From an optimization exercise on the open Yosys and OpenROAD flow, aimed at small area; shortcuts taken in it are not production practice. The RTL was checked by simulation tests, not by an equivalence proof against the original design. Power is estimated from default activity; no workload was simulated.

## JK
Design top_ip_i2c, start of the top module:
module top_ip_i2c
(
    input       wire                PCLK,PRESETn  ,
    input       wire                PSEL,PENABLE  ,
    input       wire                PWRITE        ,
    input       wire    [31:0]      PADDR         ,
    input       wire    [31:0]      PWDATA        ,
    output      wire    [31:0]      PRDATA        ,
    output      wire                PREADY        ,
    output      wire                PSLVERR       ,
    output      wire                PINT          ,
    input       wire                sda_i         ,
    output      wire                sda_o         ,
    output      wire                scl_o         ,
    input       wire                scl_i
);
Size in the first run: about 230 flip-flops, ~110 I/O pins.
clock: 10.0 ns
lec_check: 0
cap_margin: 20
core_margin: 2
core_utilization: 65
place_density: 0.8
slew_margin: 20
standard.sh (not shown) runs the stock make flow with config.mk's settings and CLKGATE_MAP_FILE= SYNTH_SCRIPT=/design/flow/synth_recipe.tcl, a recipe that flattens the netlist after the stock synthesis.
==> flow/flow/run.sh <==
#!/bin/bash
# Own layout flow: the standard ORFS flow (standard.sh) with these changes:
#  - the port buffers that ORFS adds are the smallest buffer cell;
#  - clock tree: clkbuf_8 cluster buffers (up to 20 sinks, 50 um), clkbuf_8 root and tree
#    buffers, no dummy loads;
set -euo pipefail
W=$(pwd)
export CTS_ARGS='-sink_clustering_enable -repair_clock_nets -dont_use_dummy_load -buf_list sky130_fd_sc_hd__clkbuf_8 -sink_clustering_size 20 -sink_clustering_max_diameter 50 -root_buf sky130_fd_sc_hd__clkbuf_8 -tree_buf sky130_fd_sc_hd__clkbuf_8'

sed -e "s#WORK_HOME=[^ ]*#WORK_HOME=$W/ref#" standard.sh > ref_standard.sh
bash ref_standard.sh synth > ref_synth.log 2>&1

# 2. This flow's synthesis script: the reference script with an area-oriented ABC call.
{
  cat <<'EOT'
proc abc {args} {
  set keep {}
  set skip 0
  foreach a $args {
    if {$skip} { set skip 0; continue }
    if {$a in {-script -constr -D}} { set skip 1; continue }
    lappend keep $a
  }
  yosys abc {*}$keep -script {+strash;&get,-n;&deepsyn,-T,60;&put;dch,-f;amap;topo}
}
EOT
  cat synth_recipe.tcl
} > area_synth.tcl

sed -e "s#SYNTH_SCRIPT=[^ ]*#SYNTH_SCRIPT=$W/area_synth.tcl ADDER_MAP_FILE= SYNTH_OPERATIONS_ARGS=-noshare 'BUFFER_PORTS_ARGS=-buffer_cell sky130_fd_sc_hd__buf_1'#" \
  standard.sh > area_standard.sh
bash area_standard.sh synth > area_synth.log 2>&1

ff_list() {
  python3 - "$1" <<'EOP'
import re, sys
txt = open(sys.argv[1]).read()
ffs = sorted(set(re.findall(r"^\s*(sky130_fd_sc_hd__(?:df|edf|sdf|sedf|dl)\w*)\s+(\S+)\s*\(", txt, re.M)))
for c, n in ffs:
    print(re.sub(r"_\d+$", "", c), n)
EOP
}
ff_list ref/results/sky130hd/top_ip_i2c/base/1_2_yosys.v > ref_regs.txt
ff_list orfs/results/sky130hd/top_ip_i2c/base/1_2_yosys.v > area_regs.txt
if cmp -s ref_regs.txt area_regs.txt && [[ -s ref_regs.txt ]]; then
  echo "registers match the reference synthesis ($(wc -l < ref_regs.txt))" | tee regs_check.log
  bash area_standard.sh > area_flow.log 2>&1
else
  echo "registers differ from the reference synthesis: standard flow" | tee regs_check.log
  diff ref_regs.txt area_regs.txt >> regs_check.log || true
  rm -rf orfs
  bash standard.sh > standard_flow.log 2>&1
fi
Setup changes, JK to MS
--- a/flow/design.v
+++ b/flow/design.v
@@ -111,35 +111,32 @@
     reg  [15:0] m_cnt_clk;
     reg         m_reg_scl;
     reg         m_sta_sto;
     reg  [10:0] d_cnt, d_cnt2;
     reg         sclk, clk_en;
     wire        m_cnt_z  = (m_cnt == 3'd0);
     wire        m_cb_nz  = |m_cb;
     wire        m_stretch = (m_cnt_clk >= {6'd0, div_cnt[10:1]}) & ~&m_cnt_clk[15:1];
     always_ff @(posedge PCLK)
     begin
-        if (~PRESETn) begin
-            d_cnt <= 11'd0;
-            sclk  <= 1'b0;
-        end else if (d_cnt >= div_cnt) begin
+        if (d_cnt >= div_cnt) begin
             d_cnt <= 11'd0;
             sclk  <= 1'b1;
         end else if (~m_stretch) begin
             d_cnt <= inc20({9'd0, d_cnt});
             sclk  <= 1'b0;
         end
     end
     wire d2_wrap = d_cnt2 >= {1'b0, div_cnt[10:1]};
     always_ff @(posedge PCLK)
     begin
-        if (~PRESETn | d2_wrap)
+        if (d2_wrap)
             d_cnt2 <= 11'd0;
         else if (~m_stretch)
             d_cnt2 <= inc20({9'd0, d_cnt2});
     end
     always_ff @(posedge PCLK)
     begin
         if (~PRESETn)
             clk_en <= 1'b0;
         else if (d2_wrap)
             clk_en <= ~clk_en;
@@ -217,68 +214,68 @@
     end
     wire m_scl_o = (mq == M_IDLE) | (m_sta_sto ^ (mq == M_START));
     wire m_tx    = ~m_sda_i & ((mq == M_AACK) | (mq == M_RACK & m_cb_nz));
     wire [7:0] m_status = {4'b0, mq == M_WACK, m_tx, mq == M_STOP, 1'b0};
     localparam [2:0] S_IDLE = 3'd0, S_RADDR = 3'd1, S_AADDR = 3'd2, S_RD = 3'd3,
                      S_ARD  = 3'd4, S_WR    = 3'd5, S_AWR   = 3'd6;
     wire        s_sda_i = ss ? sda_i : 1'b1;
     wire        s_scl_i = ss ? scl_i : 1'b1;
     wire [6:0]  s_addr  = ss ? tx_apb_addr[8:2] : 7'd0;
     wire [7:0]  s_din   = ss ? tx_apb_data : 8'd0;
-    reg         s_reg_sda;
+    reg         s_reg_scl, s_reg_sda;
     reg  [7:0]  s_dscl;          
     reg         s_dscl9;         
     reg  [8:1]  s_nsda;          
     reg  [7:0]  s_cnt_st;
     reg         s_sta, s_sto, s_dsta, s_dsto;
     reg         s_ready;
     reg  [7:0]  s_sr;
     reg  [2:0]  sq, sq_next;
     reg         s_reg_addr;
     reg         s_sda;
     reg  [3:0]  s_cnt_bit;
     reg  [7:0]  s_dout;
     reg         s_rw;
     reg         s_reg_tx, s_reg_stretch;
     reg         s_stc;
     reg  [19:0] s_cnt_stretch;
-    wire s_reg_scl  = s_dscl[0];
     wire s_scl_ev   = s_reg_scl ^ s_scl_i;
     wire s_scl_fall = s_reg_scl & ~s_scl_i;
     wire s_scl_rise = ~s_reg_scl & s_scl_i;
     wire s_sda_rise = ~s_scl_ev & ~s_reg_sda & s_sda_i;
     wire s_sda_fall = ~s_scl_ev & s_reg_sda & ~s_sda_i;
     wire s_d_scl    = s_dscl[7];
     wire s_d_nscl_ev = ~(s_dscl9 ^ s_dscl[7]);
     wire s_d_sf     = ~s_nsda[8] &  s_nsda[7] & s_d_nscl_ev;
     wire s_d_sr     =  s_nsda[8] & ~s_nsda[7] & s_d_nscl_ev;
     wire s_to_ge    = s_cnt_stretch >= time_out;
     wire s_to_gt    = s_cnt_stretch >  time_out;
     always_ff @(posedge PCLK)
     begin
+        s_reg_scl <= s_scl_i;
         s_reg_sda <= s_sda_i;
     end
     always_ff @(posedge PCLK or negedge PRESETn)
     begin
         if (~PRESETn)
             s_dscl <= 8'd0;
         else
             s_dscl <= {s_dscl[6:0], s_scl_i};
     end
     always_ff @(posedge PCLK)
     begin
         s_dscl9 <= s_dscl[7];
         s_nsda  <= {s_nsda[7:1], ~s_reg_sda};
     end
     always_ff @(posedge PCLK)
     begin
-        if (~PRESETn | ((s_sda_fall | s_sda_rise) & s_d_scl))
+        if ((s_sda_fall | s_sda_rise) & s_d_scl)
             s_cnt_st <= 8'd0;
         else
             s_cnt_st <= inc20({12'd0, s_cnt_st});
     end
     always_ff @(posedge PCLK)
     begin
         if (~PRESETn) begin
             s_sta  <= 1'b0;
             s_sto  <= 1'b0;
             s_dsta <= 1'b0;
### Flow results
- Compared with JK, MS shows a higher detailed-route vias per instance.
- Power share of the sequential group: MS higher than JK
- In MS, the synthesized flop and latch total came out 1 above the value in JK.
- Delta (MS minus JK): mapped cell area +1.1%, total power consumption of the routed design lower, final non-filler cell area saw an increase, layout-stage area growth over the synthesis result saw a decrease.
- Lower global-route usage over all layers goes to JK over MS.
- Looking at detailed-route via count across MS and JK, the one that comes out higher is MS.
- Between JK and MS, the flow reports layout filler cell count increasing slightly.

## afterwards: timing with drivers on the ports
No port has a modelled driver above. Below, the same layouts with a new extraction and two added sets of constraints. Step 1: set_driving_cell puts a clkbuf_16 on PCLK and a buf_2 on each other input, an assumption about the parent block. Step 2 times the ports against the registers' clock, not the clock port: input delays grow and output delays shrink by t, the midpoint of the rising clock arrivals with the driver on. Slacks: ideal ports / drivers / drivers and shift; pairs: ideal ports / drivers.
run	t (ns)	slack for setup (ns)	worst hold slack (ns)	clock arrival spread, ns
JK	0.534	3.921 / 3.938 / 3.404	0.338 / 0.338 / 0.338	0.054 / 0.054
MS	0.530	5.151 / 5.113 / 4.990	0.330 / 0.330 / 0.330	0.055 / 0.055
After both steps every run listed still meets setup and hold. The setup slack of JK, which loses most, moves by +0.017 ns with the drivers and by -0.517 ns with both steps.
